Source: an optimization exercise on an open RTL-to-GDS flow (aim: small area, a short achievable clock period and few clock cycles). Production flows keep margins and buffers that such runs may drop.
Function was not checked in any run shown here: the RTL went through the layout flow alone.
No activity file was given, so power comes from the tool's default toggle rates.

==> flow/flow/run.sh <==
#!/bin/bash
# Own layout flow: the standard flow with these changes.
#  - Synthesis: the standard flow's synthesis script, except that Yosys's extract_fa runs
#    only inside module fa3 (the RTL's full adder), which is kept as its own
#    module until the final flatten, so every fa3 becomes one
#    sky130_fd_sc_hd__fa_1 and all other logic is left to abc (no half adders
#    and no inverters forced around extracted adders). Everything else,
#    including the final flatten and renaming, is synth_recipe.tcl as given.
#  - If flow/abc.script exists, abc runs it instead of ORFS's abc script.
#  - Port buffers: plain sky130_fd_sc_hd__buf_1 instead of the buffer that
#    buffer_ports picks by itself (a 0.5 ns clkdlybuf4s50_1).
# Each tool's output goes to standard.log (make) and ORFS's own logs.
set -euo pipefail
W=$PWD
S="$FLOW_HOME/scripts/synth.tcl"
grep -q 'extract_fa {\*}\[dont_use_extract_fa_args\]' "$S"
grep -q '^  log_cmd abc {\*}$abc_args$' "$S"
ABC_SED=()
if [[ -f "$W/flow/abc.script" ]]; then
  ABC_SED=(-e "s#^  log_cmd abc {\*}\$abc_args\$#  lset abc_args 1 $W/flow/abc.script\n  log_cmd abc {*}\$abc_args#")
fi
sed -e 's/extract_fa {\*}\[dont_use_extract_fa_args\]/extract_fa -fa fa3/' "${ABC_SED[@]}" \
  "$S" > "$W/own_synth_body.tcl"
sed "s#source \$::env(SCRIPTS_DIR)/synth.tcl#source $W/own_synth_body.tcl#" \
  "$W/synth_recipe.tcl" > "$W/own_synth.tcl"
grep -q "own_synth_body.tcl" "$W/own_synth.tcl"
bash standard.sh "SYNTH_SCRIPT=$W/own_synth.tcl" "SYNTH_KEEP_MODULES=fa3" \
  "BUFFER_PORTS_ARGS=-buffer_cell sky130_fd_sc_hd__buf_1" finish > standard.log 2>&1
==> flow/flow/abc.script <==
&get -n
&st
&dch
&nf -a
&put
topo
stime -c
buffer -c
upsize -c
dnsize -c
==> flow/standard.sh <==
#!/bin/bash
# synth_recipe.tcl (not shown) runs the flow's synth.tcl, then flattens the netlist and writes it again
# the make line also repeats each setting of config.mk as NAME=value (left out here)
make -C /OpenROAD-flow-scripts/flow DESIGN_CONFIG=/design/flow/config.mk WORK_HOME=/design/flow/orfs CLKGATE_MAP_FILE= SYNTH_SCRIPT=/design/flow/synth_recipe.tcl "${@:-finish}"
==> flow/config.mk <==
export PLATFORM = sky130hd
export DESIGN_NAME = modular_reduction
export DESIGN_NICKNAME = modular_reduction
export VERILOG_FILES = /design/flow/design.v
export SDC_FILE = /design/flow/constraint.sdc
export NUM_CORES = 4
export LEC_CHECK = 0
export ABC_AREA = 1
export CAP_MARGIN = 20
export CORE_MARGIN = 2
export CORE_UTILIZATION = 40
export SETUP_SLACK_MARGIN = 0.6
export SLEW_MARGIN = 20
==> flow/constraint.sdc <==
create_clock -name core_clock -period 5.0 [get_ports {clk}]
set_input_delay 1.0000 -clock core_clock [delete_from_list [all_inputs] [get_ports {clk}]]
set_output_delay 1.0000 -clock core_clock [all_outputs]
set_load 0.01 [all_outputs]
==> flow/design.v <==
module modular_reduction #(
    parameter DATA_WIDTH = 48,
    parameter Q_WIDTH    = 23
) (
    input  wire clk,
    input  wire rst_n,
    input  wire start,
    output reg  done,
    input  wire [DATA_WIDTH-1:0] data_in,
    output wire [Q_WIDTH-1:0]    data_out
);
  wire [47:0] x = data_in;
  wire [47:0] nx = ~data_in;
  wire ks0, kc0, ks1, kc1, ks2, kc2, ks3, kc3, ks4, kc4, ks5, kc5, ks6, kc6, ks7, kc7, ks8, kc8, ks9, kc9, ks10, kc10, ks11, kc11, ks12, kc12, ks13, kc13, ks14, kc14, fs0, fc0, hs0, hc0, hs1, hc1, fs1, fc1, fs2, fc2, fs3, fc3, hs2, hc2, fs4, fc4, fs5, fc5, fs6, fc6, hs3, hc3, fs7, fc7, fs8, fc8, hs4, hc4, fs9, fc9, hs5, hc5, hs6, hc6, fs10, fc10, fs11, fc11, fs12, fc12, fs13, fc13, hs7, hc7, hs8, hc8, hs9, hc9, hs10, hc10, hs11, hc11, hs12, hc12, hs13, hc13, hs14, hc14, fs14, fc14, fs15, fc15, fs16, fc16, fs17, fc17, fs18, fc18, fs19, fc19, fs20, fc20, fs21, fc21, fs22, fc22, fs23, fc23, hs15, hc15, fs24, fc24, fs25, fc25, fs26, fc26, fs27, fc27, fs28, fc28, fs29, fc29, fs30, fc30, fs31, fc31, fs32, fc32, fs33, fc33, fs34, fc34, fs35, fc35, fs36, fc36, fs37, fc37, fs38, fc38, fs39, fc39, fs40, fc40, fs41, fc41, fs42, fc42, fs43, fc43, fs44, fc44, fs45, fc45, fs46, fc46;
  assign ks0 = x[23] ^ x[33];
  assign kc0 = x[23] & x[33];
  assign ks1 = x[25] ^ x[35];
  assign kc1 = x[25] & x[35];
  assign ks2 = x[28] ^ x[38];
  assign kc2 = x[28] & x[38];
  assign ks3 = x[29] ^ x[39];
  assign kc3 = x[29] & x[39];
  assign ks4 = x[30] ^ x[40];
  assign kc4 = x[30] & x[40];
  assign ks5 = x[31] ^ x[41];
  assign kc5 = x[31] & x[41];
  assign ks6 = x[32] ^ x[42];
  assign kc6 = x[32] & x[42];
  assign ks7 = x[33] ^ x[43];
  assign kc7 = x[33] & x[43];
  assign ks8 = x[34] ^ x[44];
  assign kc8 = x[34] & x[44];
  assign ks9 = x[35] ^ x[45];
  assign kc9 = x[35] & x[45];
  assign ks10 = x[37] ^ x[46];
  assign kc10 = x[37] & x[46];
  assign ks11 = x[38] ^ x[47];
  assign kc11 = x[38] & x[47];
  assign ks12 = x[40] ^ x[41];
  assign kc12 = x[40] & x[41];
  assign ks13 = x[42] ^ x[43];
  assign kc13 = x[42] & x[43];
  assign ks14 = x[44] ^ x[45];
  assign kc14 = x[44] & x[45];
  fa3 u_fs0 (.a(x[24]), .b(x[34]), .c(x[44]), .s(fs0), .co(fc0));
  assign hs0 = ~x[26] ^ ~x[36];
  assign hc0 = ~x[26] & ~x[36];
  assign hs1 = ~x[27] ^ ~x[37];
  assign hc1 = ~x[27] & ~x[37];
  fa3 u_fs1 (.a(x[13]), .b(x[23]), .c(x[33]), .s(fs1), .co(fc1));
  fa3 u_fs2 (.a(x[14]), .b(x[24]), .c(x[34]), .s(fs2), .co(fc2));
  fa3 u_fs3 (.a(x[15]), .b(x[25]), .c(x[35]), .s(fs3), .co(fc3));
  assign hs2 = x[45] ^ ~kc10;
  assign hc2 = x[45] & ~kc10;
  fa3 u_fs4 (.a(x[16]), .b(x[26]), .c(x[36]), .s(fs4), .co(fc4));
  fa3 u_fs5 (.a(x[39]), .b(~x[46]), .c(kc11), .s(fs5), .co(fc5));
  fa3 u_fs6 (.a(x[17]), .b(x[27]), .c(x[37]), .s(fs6), .co(fc6));
  assign hs3 = x[40] ^ x[47];
  assign hc3 = x[40] & x[47];
  fa3 u_fs7 (.a(x[18]), .b(x[28]), .c(x[38]), .s(fs7), .co(fc7));
  fa3 u_fs8 (.a(x[19]), .b(x[29]), .c(x[39]), .s(fs8), .co(fc8));
  assign hs4 = x[20] ^ x[30];
  assign hc4 = x[20] & x[30];
  fa3 u_fs9 (.a(x[21]), .b(x[31]), .c(x[41]), .s(fs9), .co(fc9));
  assign hs5 = x[22] ^ x[32];
  assign hc5 = x[22] & x[32];
  assign hs6 = x[0] ^ x[46];
  assign hc6 = x[0] & x[46];
  fa3 u_fs10 (.a(x[1]), .b(x[47]), .c(~kc0), .s(fs10), .co(fc10));
  fa3 u_fs11 (.a(x[45]), .b(ks1), .c(fc0), .s(fs11), .co(fc11));
  fa3 u_fs12 (.a(~x[3]), .b(x[46]), .c(kc1), .s(fs12), .co(fc12));
  fa3 u_fs13 (.a(x[4]), .b(hc0), .c(hs1), .s(fs13), .co(fc13));
  assign hs7 = x[5] ^ hc1;
  assign hc7 = x[5] & hc1;
  assign hs8 = x[6] ^ ~kc2;
  assign hc8 = x[6] & ~kc2;
  assign hs9 = x[7] ^ ~kc3;
  assign hc9 = x[7] & ~kc3;
  assign hs10 = x[8] ^ ~kc4;
  assign hc10 = x[8] & ~kc4;
  assign hs11 = x[9] ^ ~kc5;
  assign hc11 = x[9] & ~kc5;
  assign hs12 = x[10] ^ ~kc6;
  assign hc12 = x[10] & ~kc6;
  assign hs13 = x[11] ^ ~kc7;
  assign hc13 = x[11] & ~kc7;
  assign hs14 = x[12] ^ ~kc8;
  assign hc14 = x[12] & ~kc8;
  fa3 u_fs14 (.a(x[36]), .b(~x[43]), .c(kc9), .s(fs14), .co(fc14));
  fa3 u_fs15 (.a(x[44]), .b(fc1), .c(fs2), .s(fs15), .co(fc15));
  fa3 u_fs16 (.a(fc2), .b(fs3), .c(hs2), .s(fs16), .co(fc16));
  fa3 u_fs17 (.a(fc3), .b(hc2), .c(fs4), .s(fs17), .co(fc17));
  fa3 u_fs18 (.a(hs3), .b(fc4), .c(fs6), .s(fs18), .co(fc18));
  fa3 u_fs19 (.a(hc3), .b(fc6), .c(fs7), .s(fs19), .co(fc19));
  fa3 u_fs20 (.a(x[42]), .b(fc7), .c(fs8), .s(fs20), .co(fc20));
  fa3 u_fs21 (.a(x[40]), .b(hs4), .c(fc8), .s(fs21), .co(fc21));
  fa3 u_fs22 (.a(x[44]), .b(hc4), .c(fs9), .s(fs22), .co(fc22));
  fa3 u_fs23 (.a(x[42]), .b(hs5), .c(fc9), .s(fs23), .co(fc23));
  assign hs15 = ~x[43] ^ hs6;
  assign hc15 = ~x[43] & hs6;
  fa3 u_fs24 (.a(hc6), .b(~fs0), .c(fs10), .s(fs24), .co(fc24));
  fa3 u_fs25 (.a(x[2]), .b(fc10), .c(~fs11), .s(fs25), .co(fc25));
  fa3 u_fs26 (.a(~hs0), .b(fs12), .c(fc11), .s(fs26), .co(fc26));
  fa3 u_fs27 (.a(x[47]), .b(fc12), .c(~fs13), .s(fs27), .co(fc27));
  fa3 u_fs28 (.a(~ks2), .b(hs7), .c(fc13), .s(fs28), .co(fc28));
  fa3 u_fs29 (.a(~ks3), .b(hc7), .c(hs8), .s(fs29), .co(fc29));
  fa3 u_fs30 (.a(~ks4), .b(hc8), .c(hs9), .s(fs30), .co(fc30));
  fa3 u_fs31 (.a(~ks5), .b(hc9), .c(hs10), .s(fs31), .co(fc31));
  fa3 u_fs32 (.a(~ks6), .b(hc10), .c(hs11), .s(fs32), .co(fc32));
  fa3 u_fs33 (.a(~ks7), .b(hc11), .c(hs12), .s(fs33), .co(fc33));
  fa3 u_fs34 (.a(~ks8), .b(hc12), .c(hs13), .s(fs34), .co(fc34));
  fa3 u_fs35 (.a(~ks9), .b(hc13), .c(hs14), .s(fs35), .co(fc35));
  fa3 u_fs36 (.a(hc14), .b(fs1), .c(~fs14), .s(fs36), .co(fc36));
  fa3 u_fs37 (.a(ks10), .b(fc14), .c(~fs15), .s(fs37), .co(fc37));
  fa3 u_fs38 (.a(~ks11), .b(fc15), .c(fs16), .s(fs38), .co(fc38));
  fa3 u_fs39 (.a(~fs5), .b(fc16), .c(fs17), .s(fs39), .co(fc39));
  fa3 u_fs40 (.a(~fc5), .b(fc17), .c(fs18), .s(fs40), .co(fc40));
  fa3 u_fs41 (.a(~ks12), .b(fc18), .c(fs19), .s(fs41), .co(fc41));
  fa3 u_fs42 (.a(~kc12), .b(fc19), .c(fs20), .s(fs42), .co(fc42));
  fa3 u_fs43 (.a(~ks13), .b(fc20), .c(fs21), .s(fs43), .co(fc43));
  fa3 u_fs44 (.a(~kc13), .b(fc21), .c(fs22), .s(fs44), .co(fc44));
  fa3 u_fs45 (.a(~ks14), .b(fc22), .c(fs23), .s(fs45), .co(fc45));
  fa3 u_fs46 (.a(hc5), .b(~kc14), .c(fc23), .s(fs46), .co(fc46));
  wire [25:0] ra = {1'b0, fc46, fc45, fc44, fc43, fc42, fc41, fc40, fc39, fc38, ~fc37, fc36, fc35, fc34, fc33, fc32, fc31, fc30, fc29, fc28, ~fc27, ~fc26, fc25, fc24, hc15, hs15};
  wire [25:0] rb = {1'b0, 1'b0, fs46, fs45, fs44, fs43, fs42, fs41, fs40, fs39, fs38, ~fs37, fs36, fs35, fs34, fs33, fs32, fs31, fs30, fs29, fs28, ~fs27, ~fs26, fs25, fs24, ~ks0};
  wire [25:0] y_next;
  wire [25:0] g0 = ra & rb;
  wire [25:0] p0 = ra ^ rb;
  wire G0_1 = g0[1] | (p0[1] & g0[0]);
  wire G0_3 = g0[3] | (p0[3] & g0[2]);
  wire P0_3 = p0[3] & p0[2];
  wire G0_5 = g0[5] | (p0[5] & g0[4]);
  wire P0_5 = p0[5] & p0[4];
  wire G0_7 = g0[7] | (p0[7] & g0[6]);
  wire P0_7 = p0[7] & p0[6];
  wire G0_9 = g0[9] | (p0[9] & g0[8]);
  wire P0_9 = p0[9] & p0[8];
  wire G0_11 = g0[11] | (p0[11] & g0[10]);
  wire P0_11 = p0[11] & p0[10];
  wire G0_13 = g0[13] | (p0[13] & g0[12]);
  wire P0_13 = p0[13] & p0[12];
  wire G0_15 = g0[15] | (p0[15] & g0[14]);
  wire P0_15 = p0[15] & p0[14];
  wire G0_17 = g0[17] | (p0[17] & g0[16]);
  wire P0_17 = p0[17] & p0[16];
  wire G0_19 = g0[19] | (p0[19] & g0[18]);
  wire P0_19 = p0[19] & p0[18];
  wire G0_21 = g0[21] | (p0[21] & g0[20]);
  wire P0_21 = p0[21] & p0[20];
  wire G0_23 = g0[23] | (p0[23] & g0[22]);
  wire P0_23 = p0[23] & p0[22];
  wire G0_25 = g0[25] | (p0[25] & g0[24]);
  wire P0_25 = p0[25] & p0[24];
  wire G1_3 = G0_3 | (P0_3 & G0_1);
  wire G1_7 = G0_7 | (P0_7 & G0_5);
  wire P1_7 = P0_7 & P0_5;
  wire G1_11 = G0_11 | (P0_11 & G0_9);
  wire P1_11 = P0_11 & P0_9;
  wire G1_15 = G0_15 | (P0_15 & G0_13);
  wire P1_15 = P0_15 & P0_13;
  wire G1_19 = G0_19 | (P0_19 & G0_17);
  wire P1_19 = P0_19 & P0_17;
  wire G1_23 = G0_23 | (P0_23 & G0_21);
  wire P1_23 = P0_23 & P0_21;
  wire G2_7 = G1_7 | (P1_7 & G1_3);
  wire G2_15 = G1_15 | (P1_15 & G1_11);
  wire P2_15 = P1_15 & P1_11;
  wire G2_23 = G1_23 | (P1_23 & G1_19);
  wire P2_23 = P1_23 & P1_19;
  wire G3_15 = G2_15 | (P2_15 & G2_7);
  wire G6_23 = G2_23 | (P2_23 & G3_15);
  wire G7_11 = G1_11 | (P1_11 & G2_7);
  wire G7_19 = G1_19 | (P1_19 & G3_15);
  wire G8_5 = G0_5 | (P0_5 & G1_3);
  wire G8_9 = G0_9 | (P0_9 & G2_7);
  wire G8_13 = G0_13 | (P0_13 & G7_11);
  wire G8_17 = G0_17 | (P0_17 & G3_15);
  wire G8_21 = G0_21 | (P0_21 & G7_19);
  wire G8_25 = G0_25 | (P0_25 & G6_23);
  wire G9_2 = g0[2] | (p0[2] & G0_1);
  wire G9_4 = g0[4] | (p0[4] & G1_3);
  wire G9_6 = g0[6] | (p0[6] & G8_5);
  wire G9_8 = g0[8] | (p0[8] & G2_7);
  wire G9_10 = g0[10] | (p0[10] & G8_9);
  wire G9_12 = g0[12] | (p0[12] & G7_11);
  wire G9_14 = g0[14] | (p0[14] & G8_13);
  wire G9_16 = g0[16] | (p0[16] & G3_15);
  wire G9_18 = g0[18] | (p0[18] & G8_17);
  wire G9_20 = g0[20] | (p0[20] & G7_19);
  wire G9_22 = g0[22] | (p0[22] & G8_21);
  wire G9_24 = g0[24] | (p0[24] & G6_23);
  wire [25:0] cy = {G9_24, G6_23, G9_22, G8_21, G9_20, G7_19, G9_18, G8_17, G9_16, G3_15, G9_14, G8_13, G9_12, G7_11, G9_10, G8_9, G9_8, G2_7, G9_6, G8_5, G9_4, G1_3, G9_2, G0_1, g0[0], 1'b0};
  assign y_next = p0 ^ cy;
  reg [25:0] y;
  always @(posedge clk) begin
    y <= y_next;
  end
  always @(posedge clk or negedge rst_n) begin
    if (!rst_n) done <= 1'b0;
    else        done <= start;
  end
  wire [2:0]  yh = y[25:23];
  wire [9:0]  H  = y[22:13];
  wire [12:0] L  = y[12:0];
  wire        allH = &H[9:3];
  wire        Lnz  = |L[12:3];
  wire upc, up, b3, c16, b3_0, b3_1, b13_0, b13_1, c16_0, c16_1;
  wire [2:0] l3, h3, l3_0, l3_1, h3_0, h3_1;
  wire [3:0] dl0 = {1'b0, L[2:0]} - {1'b0, yh};           
  wire [3:0] dl1 = {1'b0, L[2:0]} - {1'b0, yh} - 4'd1;    
  wire [3:0] sh  = {1'b0, H[2:0]} + {1'b0, yh};           
  assign up = allH & (sh[3] | ((sh[2:0] == 3'd7) & (Lnz | (~dl0[3] & (|dl0[2:0])))));
  assign b3_0 = dl0[3];
  assign b3_1 = dl1[3];
  assign l3_0 = dl0[2:0];
  assign l3_1 = dl1[2:0];
  assign b13_0 = b3_0 & ~Lnz;
  assign b13_1 = b3_1 & ~Lnz;
  wire [3:0] sh0 = sh - {3'd0, b13_0};
  wire [3:0] sh1 = sh + 4'd1 - {3'd0, b13_1};
  assign c16_0 = sh0[3];
  assign c16_1 = sh1[3];
  assign h3_0 = sh0[2:0];
  assign h3_1 = sh1[2:0];
  assign b3 = up ? b3_1 : b3_0;
  assign l3 = up ? l3_1 : l3_0;
  assign c16 = up ? c16_1 : c16_0;
  assign h3 = up ? h3_1 : h3_0;
  wire [9:0]  fl;
  wire [9:0]  zl;                        
  genvar gi;
  assign zl[0] = 1'b1;
  generate
    for (gi = 1; gi < 10; gi = gi + 1) begin : g_zl
      assign zl[gi] = zl[gi-1] & ~L[gi+2];
    end
  endgenerate
  generate
    for (gi = 0; gi < 10; gi = gi + 1) begin : g_dec
      if (gi == 0) begin : g0
        assign fl[gi] = b3;
      end else begin : gn
        assign fl[gi] = b3 & zl[gi];
      end
    end
  endgenerate
  wire [9:0]  mid = L[12:3] ^ fl;
  wire [6:0]  fh;
  wire [6:0]  ah;                        
  assign ah[0] = 1'b1;
  generate
    for (gi = 1; gi < 7; gi = gi + 1) begin : g_ah
      assign ah[gi] = ah[gi-1] & H[gi+2];
    end
  endgenerate
  generate
    for (gi = 0; gi < 7; gi = gi + 1) begin : g_inc
      if (gi == 0) begin : g0
        assign fh[gi] = c16;
      end else begin : gn
        assign fh[gi] = c16 & ah[gi];
      end
    end
  endgenerate
  wire [6:0]  hi = H[9:3] ^ fh;
  assign data_out = {hi, h3, mid, l3};
endmodule
module fa3 (
    input  wire a,
    input  wire b,
    input  wire c,
    output wire s,
    output wire co
);
  assign s  = a ^ b ^ c;
  assign co = (a & b) | (a & c) | (b & c);
endmodule
==> results.json, run 1 <==
{
  "ioPinCount": 75,
  "routed_wl_um": 7470,
  "cts_inserted_buffers": 3,
  "cts-root-to-sink-buffers": 2,
  "critical_path_arrival_ns": 4.35,
  "critical_path_source_type": "primary input",
  "setup_viol": 0,
  "initial_core_util": 0.406,
  "first_iter_violations": 75,
  "whs_ns": 0.462,
  "path_max_fanout": 4,
  "synthArstFlopShare": 0.0370,
  "syn_nets": 490,
  "clock.fmax_mhz": 240,
  "final_antenna_net_count": 0,
  "grt_overflow_total": 0,
  "worst-slew-pin-transition_ns": 0.408,
  "clk_pin_slew_worst_paths_ns": 0.09,
  "yosys.area.top_type_share": 0.270,
  "syn-cell-area_um2": 3480,
  "status": "finished clean",
  "die_height_um": 97.3,
  "number_of_antenna_violations_at_the_first_check_in_global_routing": 0,
  "route.vias.total": 2752,
  "critical-path-top-delay-family": "adder cells",
  "main_synth_ff_type": "dfxtp_1",
  "cp_slowest_stage_delay_ns": 0.55,
  "cts_max_level": 1,
  "diodes": 0,
  "synth_enable_flop_cells": 0,
  "mean_post_synth_cell_area_um2": 8.89,
  "critical-path-top-cell-by-count": "fa_1",
  "holdCritPathClass": "in2async",
  "tritoncts": "yes",
  "max_slew_margin": 0.728,
  "area.growth.synth_to_final_pct": 16.4,
  "cap_viol_max_count": 0,
  "synth_seq_cells": 27,
  "finalNetCount": 573,
  "dp_hpwl_um": 6810,
  "timing.critical_path.depth": 14,
  "ratio_of_routed_vias_to_standard_cells": 4.73,
  "globalRouteTotalUtil": 0.166,
  "largest_cells_by_area_after_synthesis": "fa_1, xnor2_1, dfxtp_1",
  "layout_worst_path_cycle_share": 0.834,
  "critical_path_class": "in2reg",
  "first_global_vias": 2778,
  "grt_start_max_net_pins": 16,
  "dieArea_um2": 9470,
  "final-max-slew-violation-count": 0,
  "synth.largest_area_cell": "fa_1",
  "routed_wire_length_per_instance_um": 12.8,
  "cts_root_buffer": "clkbuf_8",
  "worst_ep_required_time_ns": 5.18,
  "rsz0062_at_grt": "no",
  "std_cell_rows": 34,
  "netlist-cell-type-count": 39,
  "pwr_density_cell_nw_per_um2": 544,
  "worst_path_max_delay_cell": "fa_1",
  "filler_cell_count": 860,
  "period_minus_slack_ns": 4.17,
  "synthesis.instances": 392,
  "sequential_element_share_of_the_synthesized_area": 0.157,
  "placeableCoreArea_um2": 8590,
  "die_w_um": 97.3,
  "peakVddDrop_uv": 172,
  "final_hold_viol_count": 0,
  "crit_path_end_kind": "flop",
  "regArea_um2": 546,
  "setup-tns-final_ns": 0,
  "portBuffers": 74,
  "share_of_cells_above_drive_strength_1": 0.0675,
  "worstPathBufferInverterCount": 2,
  "ys_warn_count": 1,
  "multi_input_comb_area_um2": 2920,
  "cellLeakagePower_nw": 1.53,
  "cp_cell_sequence": "buf_1 > fa_1 > fa_1 > inv_1 > fa_1 > xor2_2 > nor4_2 > nand2b_1 > nand3_1 > a41oi_2 > o21ai_2 > a221oi_2 > o21ai_1 > and2_1",
  "drc": 0,
  "final_wtd_congestion": 0.855,
  "global_route_wire_length_before_repair_um": 12600,
  "clkSinkCount": 27,
  "first_pass_iters": 4
}
-- final timing paths --
check / from / endpoint / slack (ns)
setup / recovery: data_in[34] / y[25] / 0.83
hold / removal: rst_n / done / 0.46
max in group asynchronous: rst_n / done / 4.44
min in group core_clock: start / done / 0.81
-- synth_stat cells (all sizes together), types with 2 or more instances --
| cell type | number |
|---|---|
| inv | 18 |
| a31oi | 3 |
| nor4 | 5 |
| nor2b | 8 |
| nor2 | 55 |
| nand2 | 45 |
| maj3 | 6 |
| nand2b | 7 |
| and2 | 18 |
| a21oi | 12 |
| nor3 | 2 |
| xor2 | 30 |
| dfxtp | 26 |
| a21o | 2 |
| xnor2 | 67 |
| fa | 47 |
| nand3b | 2 |
| nand3 | 5 |
| buf | 2 |
| o21ai | 19 |
-- stage by stage --
| step | total power [mW] | std cells | util | setup slack [ns] | cell area [µm²] |
|---|---|---|---|---|---|
| 2_1_floorplan | 1.66 | 392 | - | 0.811 | 3480 |
| 3_3_place_gp | 2.00 | 576 | 0.456 | 0.480 | 3920 |
| 3_5_place_dp | 2.03 | 576 | 0.456 | 0.296 | 3920 |
| 4_1_cts | 2.17 | 581 | 0.463 | 0.624 | 3980 |
| 5_1_grt | 2.44 | 582 | 0.472 | 0.599 | 4060 |
| 6_report | 2.21 | 582 | 0.472 | 0.830 | 4060 |
-- Yosys stat by module (local to each module, per instance) --
module             area (µm²)  cells  times used  flops+latches
modular_reduction        2540    345           1             27
fa3                      20.0      1          47              0
-- cells in the final DEF (no fill, tap or decap), types with 11 or more instances in the layout --
| cell type | synthesis | routed |
|---|---|---|
| xnor2_1 | 67 | 66 |
| nand2_1 | 45 | 45 |
| fa_1 | 47 | 47 |
| inv_1 | 18 | 18 |
| a21oi_1 | 12 | 11 |
| buf_1 | 0 | 73 |
| o21ai_0 | 12 | 11 |
| nor2_1 | 55 | 55 |
| and2_1 | 18 | 18 |
| dfxtp_1 | 26 | 26 |
| xor2_1 | 30 | 28 |
-- logic make-up after synthesis --
family,synth area share
flops,0.157
xor+xnor,0.250
buf+inv,0.0233
fa+ha+maj,0.288
compound gates,0.0808
simple gates,0.201
-- registers in the layout (all words and copies together), names as in the netlist --
register and count:
y 26, done 1
-- area by class of cell --
cell class	count	area share
Tap cell	108	0.0333
Sequential cell	27	0.134
Clock buffer	3	0.0102
Inverter	18	0.0167
Clock inverter	1	0.00123
Multi-Input combinational cell	344	0.719
Timing Repair Buffer	81	0.0848
-- repair_timing --
| action | CTS | global route |
|---|---|---|
| endpoints found under the setup margin | 3 | 23 |
| setup buffers | 1 | 1 |
| pin swaps | 1 | 1 |
| gates resized for setup | 1 | 11 |
| hold buffers | 0 | 0 |
-- power breakdown --
group / switching, mW / internal, mW / total [mW]
Sequential: 0.0936 / 0.340 / 0.434
Combinational: 0.901 / 0.750 / 1.65
Clock: 0.0683 / 0.0559 / 0.124
-- layer usage --
| metal | vias up | share of wire | wire length, µm | global-route usage |
|---|---|---|---|---|
| met5 | - | 0 | 0 | 0 |
| met4 | 0 | 0.015 | 113 | 0.0438 |
| met3 | 6 | 0.047 | 351 | 0.0173 |
| met2 | 69 | 0.49 | 3690 | 0.297 |
| met1 | 1261 | 0.44 | 3310 | 0.215 |
| li1 | 1416 | - | - | - |
==> inputs of run 2 (changes only) <==
--- a/flow/config.mk
+++ b/flow/config.mk
@@ -9,5 +9,5 @@
 export CAP_MARGIN = 20
 export CORE_MARGIN = 2
 export CORE_UTILIZATION = 40
-export SETUP_SLACK_MARGIN = 0.6
+export SETUP_SLACK_MARGIN = 0.8
 export SLEW_MARGIN = 20
==> run 2 against run 1 <==
Still clean on timing, DRC and antenna. Via count increased by 1.3%. Die area unchanged. Worst hold slack improved by 0.0015 ns. Critical path type unchanged. Critical endpoint unchanged. Highest routed layer unchanged.
==> results.json, run 2 <==
{
  "clkSinkCount": 27,
  "cts_root_buffer": "clkbuf_8",
  "final_wtd_congestion": 0.855,
  "final_core_utilization": 0.487,
  "final-max-slew-violation-count": 0,
  "ctsHoldBuffers": 0,
  "yosys.area.top_type_share": 0.270,
  "cts_inserted_buffers": 3,
  "post-synth-top-count-cell": "xnor2_1",
  "synth_seq_cells": 27,
  "critical_path_source_type": "primary input",
  "holdCritPathClass": "in2async",
  "syn_nets": 490,
  "synth.cells.most_frequent": "xnor2_1, nor2_1, fa_1",
  "largest_reg_flops": 26,
  "routed_wire_length_per_instance_um": 13.0,
  "period_minus_slack_ns": 4.02,
  "most_common_cell_after_layout_fill_and_taps_aside": "buf_1",
  "std_cell_rows": 34,
  "cellLeakagePower_nw": 1.59,
  "dieArea_um2": 9470,
  "die_w_um": 97.3,
  "synth.largest_area_cell": "fa_1",
  "ys_warn_count": 1,
  "grt_overflow_total": 0,
  "worst-slew-pin-transition_ns": 0.457,
  "ratio_of_routed_vias_to_standard_cells": 4.77,
  "drc": 0,
  "main_synth_ff_type": "dfxtp_1",
  "worst_ep_required_time_ns": 5.18,
  "final_hold_viol_count": 0,
  "max_flop_register": "y",
  "dp_hpwl_um": 6810,
  "setup_viol": 0,
  "max_slew_margin": 0.693,
  "first_iter_violations": 95,
  "globalRouteTotalUtil": 0.167,
  "path_max_fanout": 4,
  "grt_start_max_net_pins": 16,
  "ioPinCount": 75,
  "number_of_antenna_violations_at_the_first_check_in_global_routing": 0,
  "sequential_element_share_of_the_synthesized_area": 0.157,
  "clk_pin_slew_worst_paths_ns": 0.09,
  "layout_common_cells": "buf_1, xnor2_1, nor2_1, nand2_1, fa_1",
  "final_antenna_net_count": 0,
  "detailed_place.area_um2": 3920,
  "clock.fmax_mhz": 248,
  "whs_ns": 0.463,
  "rsz0062_at_grt": "no",
  "initial_core_util": 0.406,
  "peakVddDrop_uv": 174,
  "tritoncts": "yes",
  "routed_wl_um": 7600,
  "placeableCoreArea_um2": 8590,
  "area.growth.synth_to_final_pct": 20.1,
  "first_global_vias": 2778,
  "setup-tns-final_ns": 0,
  "layout_worst_path_cycle_share": 0.805,
  "syn-cell-area_um2": 3480,
  "crit_path_end_kind": "flop",
  "share_of_cells_above_drive_strength_1": 0.107,
  "portBuffers": 74,
  "netlist-cell-type-count": 39,
  "diodes": 0,
  "stdcell_area_um2": 4180,
  "synthArstFlopShare": 0.0370,
  "die_height_um": 97.3,
  "critical_path_arrival_ns": 4.20,
  "global_route_wire_length_before_repair_um": 12700,
  "cts-root-to-sink-buffers": 2,
  "largest_cells_by_area_after_synthesis": "fa_1, xnor2_1, dfxtp_1",
  "route.vias.total": 2788,
  "cts_max_level": 1,
  "synth_enable_flop_cells": 0,
  "status": "finished clean",
  "critical_path_class": "in2reg",
  "filler_cell_count": 847,
  "mean_post_synth_cell_area_um2": 8.89,
  "cap_viol_max_count": 0,
  "first_pass_iters": 4,
  "pwr_density_cell_nw_per_um2": 552,
  "layout_top_registers": "y: 26 flops, done: 1 flops",
  "synthesis.instances": 392,
  "finalNetCount": 576,
  "report.power.total_mw": 2.31
}
run 2: cell types whose count changed in the layout (fill, tap and decap cells not counted), moves of 2 or more:
cell / delta
clkbuf_2: +7
o21ai_4: +2
fa_1: -2
o21ai_1: -2
buf_1: -8
xnor2_1: -2
buf_4: +3
fa_2: +2
xnor2_2: +2
run 2: repair_timing:
item	CTS	global route
endpoints found under the setup margin	21	25
setup buffers	1	4
pin swaps	1	10
cloned	0	0
gates resized for setup	6	29
run 2: layer usage:
layer / wire (µm) / global-route usage / part of all wire
met1: 3340 / 0.216 / 0.44
met5: 0 / 0 / 0
met2: 3750 / 0.297 / 0.49
met4: 130 / 0.0438 / 0.017
met3: 381 / 0.0173 / 0.050
run 2: worst paths after layout:
path / depth (start not counted) / to / startpoint
setup / recovery: 14 / y[25] / data_in[34]
hold / removal: 1 / done / rst_n
max in group asynchronous: 1 / done / rst_n
min in group core_clock: 1 / done / start
run 2: report_power, final:
part / switching (mW) / internal, mW
Clock: 0.0675 / 0.0559
Sequential: 0.0968 / 0.341
Combinational: 0.951 / 0.799
Total: 1.12 / 1.20
run 2: logic make-up after synthesis:
group | after synthesis | share of synthesized area
and+or+nand+nor | 151 | 0.201
xor gates and xnor gates | 98 | 0.250
adders and majority gates | 53 | 0.288
AOI/OAI and AO/OA | 42 | 0.0808
DFF | 27 | 0.157
buffers and inverters | 21 | 0.0233
run 2: area by class of cell:
class | instances | area (µm²) | area share
Multi-Input combinational cell | 344 | 3010 | 0.720
Sequential cell | 27 | 547 | 0.131
Timing Repair Buffer | 84 | 377 | 0.0900
Tap cell | 108 | 135 | 0.0323
Inverter | 18 | 67.6 | 0.0161
Clock buffer | 3 | 41.3 | 0.00987
Clock inverter | 1 | 5.00 | 0.00120
run 2: critical path, stage by stage:
cell and delay (ns):
clkbuf_2 0.14, fa_1 0.48, fa_1 0.49, inv_1 0.05, fa_2 0.60, xor2_4 0.23, nor4_4 0.07, nand2b_1 0.09
nand3_1 0.10, a41oi_4 0.26, o21ai_4 0.10, a221oi_4 0.30, o21ai_2 0.12, and2_1 0.16
run 2: per-module statistics from Yosys, one instance, submodules excluded:
module	copies in the design	cells inside	flip-flops and latches	cell area [µm²]
modular_reduction	1	345	27	2540
fa3	47	1	0	20.0
run 2: metrics by stage:
stage,cells,worst slack (ns)
after global placement,576,0.480
after detailed placement,576,0.296
final,585,0.975
after floorplan,392,0.811
after CTS,581,0.802
after global routing,585,0.800

re-timing with driven ports:
The results above use ideal ports. As a check the final layouts listed here were re-extracted and re-timed, cells and wires unchanged. Step 1, drivers: a clkbuf_16 drives clk and a buf_2 each remaining input, both assumed. Step 2 also shifts input and output timing later by t, the mid clock arrival at the registers, as if the neighbouring blocks saw the same clock. Slacks: ideal ports / drivers / drivers and shift; pairs: ideal ports / drivers.
run | shift t [ns] | slack for setup (ns) | clock arrival spread, ns | slew at the worst register clock pin (ns) | worst data-port slew with drivers (ns)
run 1 | 0.303 | 0.830 / 0.835 / 0.532 | 0.008 / 0.007 | 0.09 / 0.09 | 0.04
run 2 | 0.304 | 0.975 / 0.960 / 0.679 | 0.006 / 0.006 | 0.09 / 0.09 | 0.04
After both steps every run listed still meets setup and hold. For run 1, which loses most, drivers alone change the setup slack by +0.005 ns; drivers and shift together by -0.298 ns.
